From an optimization exercise on the open Yosys and OpenROAD flow, aimed at small area; shortcuts taken in it are not production practice.
In this exercise RTL edits were held to simulation tests only and were not proved equivalent to the original.
Power figures rest on the tool's default switching activity, not on a simulated workload.

==> flow/design.v <==
`timescale 1ns / 1ps
module FIFO
#(parameter data_width =32,parameter addr_width=4)
(input clk,
input rd_en,
input wr_en,
input [data_width-1:0] data_in,
input reset,
output reg [data_width-1:0] data_out,
output reg empty,
output reg full,
output reg [addr_width-1:0] data_counter
);
localparam depth = 2**addr_width;
reg [data_width-1:0] memory [depth-1:0];
wire rd_ok = rd_en & ~empty;
wire wr_ok = wr_en & ~full & ~rd_ok;
integer i;
always @(posedge clk) begin
    if (wr_ok) begin
        memory[0] <= data_in;
        for (i = 1; i < depth; i = i + 1)
            memory[i] <= memory[i-1];
    end
end
wire [depth-1:0] sel;
genvar g0;
generate
  for (g0 = 0; g0 < depth-1; g0 = g0 + 1) begin : s
    assign sel[g0] = (data_counter == g0+1);
  end
endgenerate
assign sel[depth-1] = full;
wire [depth:0] g;
generate
  for (g0 = 0; g0 < depth; g0 = g0 + 1) begin : gs
    assign g[g0] = sel[g0] & rd_en;
  end
endgenerate
assign g[depth] = ~rd_ok;
wire [data_width-1:0] t0, t1, t2, t3, t4, t5, u;
assign t0 = ~((memory[0]  & {data_width{g[0]}})  | (memory[1]  & {data_width{g[1]}})  | (memory[2]  & {data_width{g[2]}}));
assign t1 = ~((memory[3]  & {data_width{g[3]}})  | (memory[4]  & {data_width{g[4]}})  | (memory[5]  & {data_width{g[5]}}));
assign t2 = ~((memory[6]  & {data_width{g[6]}})  | (memory[7]  & {data_width{g[7]}})  | (memory[8]  & {data_width{g[8]}}));
assign t3 = ~((memory[9]  & {data_width{g[9]}})  | (memory[10] & {data_width{g[10]}}) | (memory[11] & {data_width{g[11]}}));
assign t4 = ~((memory[12] & {data_width{g[12]}}) | (memory[13] & {data_width{g[13]}}) | (memory[14] & {data_width{g[14]}}));
assign t5 = ~((memory[15] & {data_width{g[15]}}) | (data_out  & {data_width{g[16]}}));
assign u = t0 & t1 & t2 & t3;
wire [data_width-1:0] rd_data = ~(u & t4 & t5);
always @(posedge clk)
    data_out <= rd_data;
wire [addr_width-1:0] dc = data_counter;
wire [addr_width-1:0] dc_inc = {dc[3] ^ (dc[2] & dc[1] & dc[0]), dc[2] ^ (dc[1] & dc[0]),
                               dc[1] ^ dc[0], ~dc[0]};
wire [addr_width-1:0] dc_dec = {dc[3] ^ ~(dc[2] | dc[1] | dc[0]), dc[2] ^ ~(dc[1] | dc[0]),
                               dc[1] ^ ~dc[0], ~dc[0]};
always @(posedge clk) begin
    if (reset) begin
        data_counter <= 0;
        full <= 1'b0;
        empty <= 1'b1;
    end else if (rd_ok) begin
        data_counter <= dc_dec;
        full <= 1'b0;
        empty <= (data_counter == 1);
    end else if (wr_ok) begin
        data_counter <= dc_inc;
        full <= (data_counter == depth-1);
        empty <= 1'b0;
    end
end
endmodule
clock: 2.2 ns
lec_check: 0
cap_margin: 20
core_margin: 2
core_utilization: 80
gpl_routability_driven: 0
setup_slack_margin: 0.05
slew_margin: 20
standard.sh (not shown) runs the stock make flow with config.mk's settings and CLKGATE_MAP_FILE= SYNTH_SCRIPT=/design/flow/synth_recipe.tcl, a recipe that flattens the netlist after the stock synthesis.
==> flow/flow/run.sh <==
#!/bin/bash
# Own layout flow: the standard ORFS flow, with two changes.
#  1. Synthesis is the standard one (synth_recipe.tcl via standard.sh), but ABC
#     maps the combinational logic with an area-oriented script
#     (flow/abc_area.script) instead of ORFS's delay-oriented abc_speed.script.
#     Flip-flops are mapped by dfflibmap before ABC runs, so the registers,
#     their names and cell types are exactly the standard synthesis's.
#  2. Ports are buffered with buf_1 instead of ORFS's default pick, clock tree
#     without dummy loads, and non-critical gates are downsized after global
#     routing (RECOVER_POWER).
# Each step's full output goes to a log file of its own in the work folder.
set -euo pipefail
cd "$(dirname "$0")/.."
W=$PWD

rm -rf "$W/scripts_abc"
cp -r "$FLOW_HOME/scripts" "$W/scripts_abc"
cp "$W/flow/abc_area.script" "$W/scripts_abc/abc_speed.script"

bash standard.sh synth SCRIPTS_DIR="$W/scripts_abc" > "$W/synth.log" 2>&1

bash standard.sh finish \
  BUFFER_PORTS_ARGS="-buffer_cell sky130_fd_sc_hd__buf_1" \
  CTS_ARGS="-sink_clustering_enable -repair_clock_nets -buf_list {sky130_fd_sc_hd__clkbuf_4 sky130_fd_sc_hd__clkbuf_8} -sink_clustering_size 16 -sink_clustering_max_diameter 60 -dont_use_dummy_load" \
  RECOVER_POWER=100 \
  > "$W/layout.log" 2>&1
==> flow/flow/abc_area.script <==
&get -n
&st
&dch
&nf -R 1000
&put
The first run passed the timing, DRC and antenna checks.
Rerun with:
CORE_UTILIZATION = 75   (was 80)
GPL_ROUTABILITY_DRIVEN = default   (was 0)
SETUP_SLACK_MARGIN = default   (was 0.05)
Cell count climbs by 0.90%.
Synthesized cell count is unchanged.
Non-clock buffer count climbs by 1.
Worst setup slack is about the same.
Routed wire length fell by about 9%.
Fmax hardly moves.
Power came out lower by about 0.9%.
Clock power falls by about 2%.
Final area increases by about 0.4%.
Hold slack loses 11 ps.
Synthesized area does not change.

static timing again, ports no longer ideal:
The flow's constraints put no driver on any port. The routed layouts listed below were extracted and timed again, unchanged, in two steps.
Step 1: set_driving_cell puts a clkbuf_16 on clk and a buf_2 on each other input, an assumption about the parent block.
Step 2 times the ports against the registers' clock, not the clock port: input delays grow and output delays shrink by t, the midpoint of the rising clock arrivals with the driver on.
a / b / c = ideal / step 1 / step 2; a / b = the first two.
| run | t, ns | slack for setup (ns) | worst hold slack (ns) | cell pins on the clock port's net |
|---|---|---|---|---|
| the first run | 0.609 | 0.099 / 0.099 / -0.170 | 0.038 / 0.017 / 0.449 | 1 |
| the second run | 0.609 | 0.100 / 0.100 / -0.293 | 0.027 / 0.000 / 0.419 | 1 |
Met with ideal ports but missed after step 2: setup timing in the first run and the second run. For the second run, which loses most, drivers alone change the setup slack by 0.000 ns; drivers and shift together by -0.393 ns.
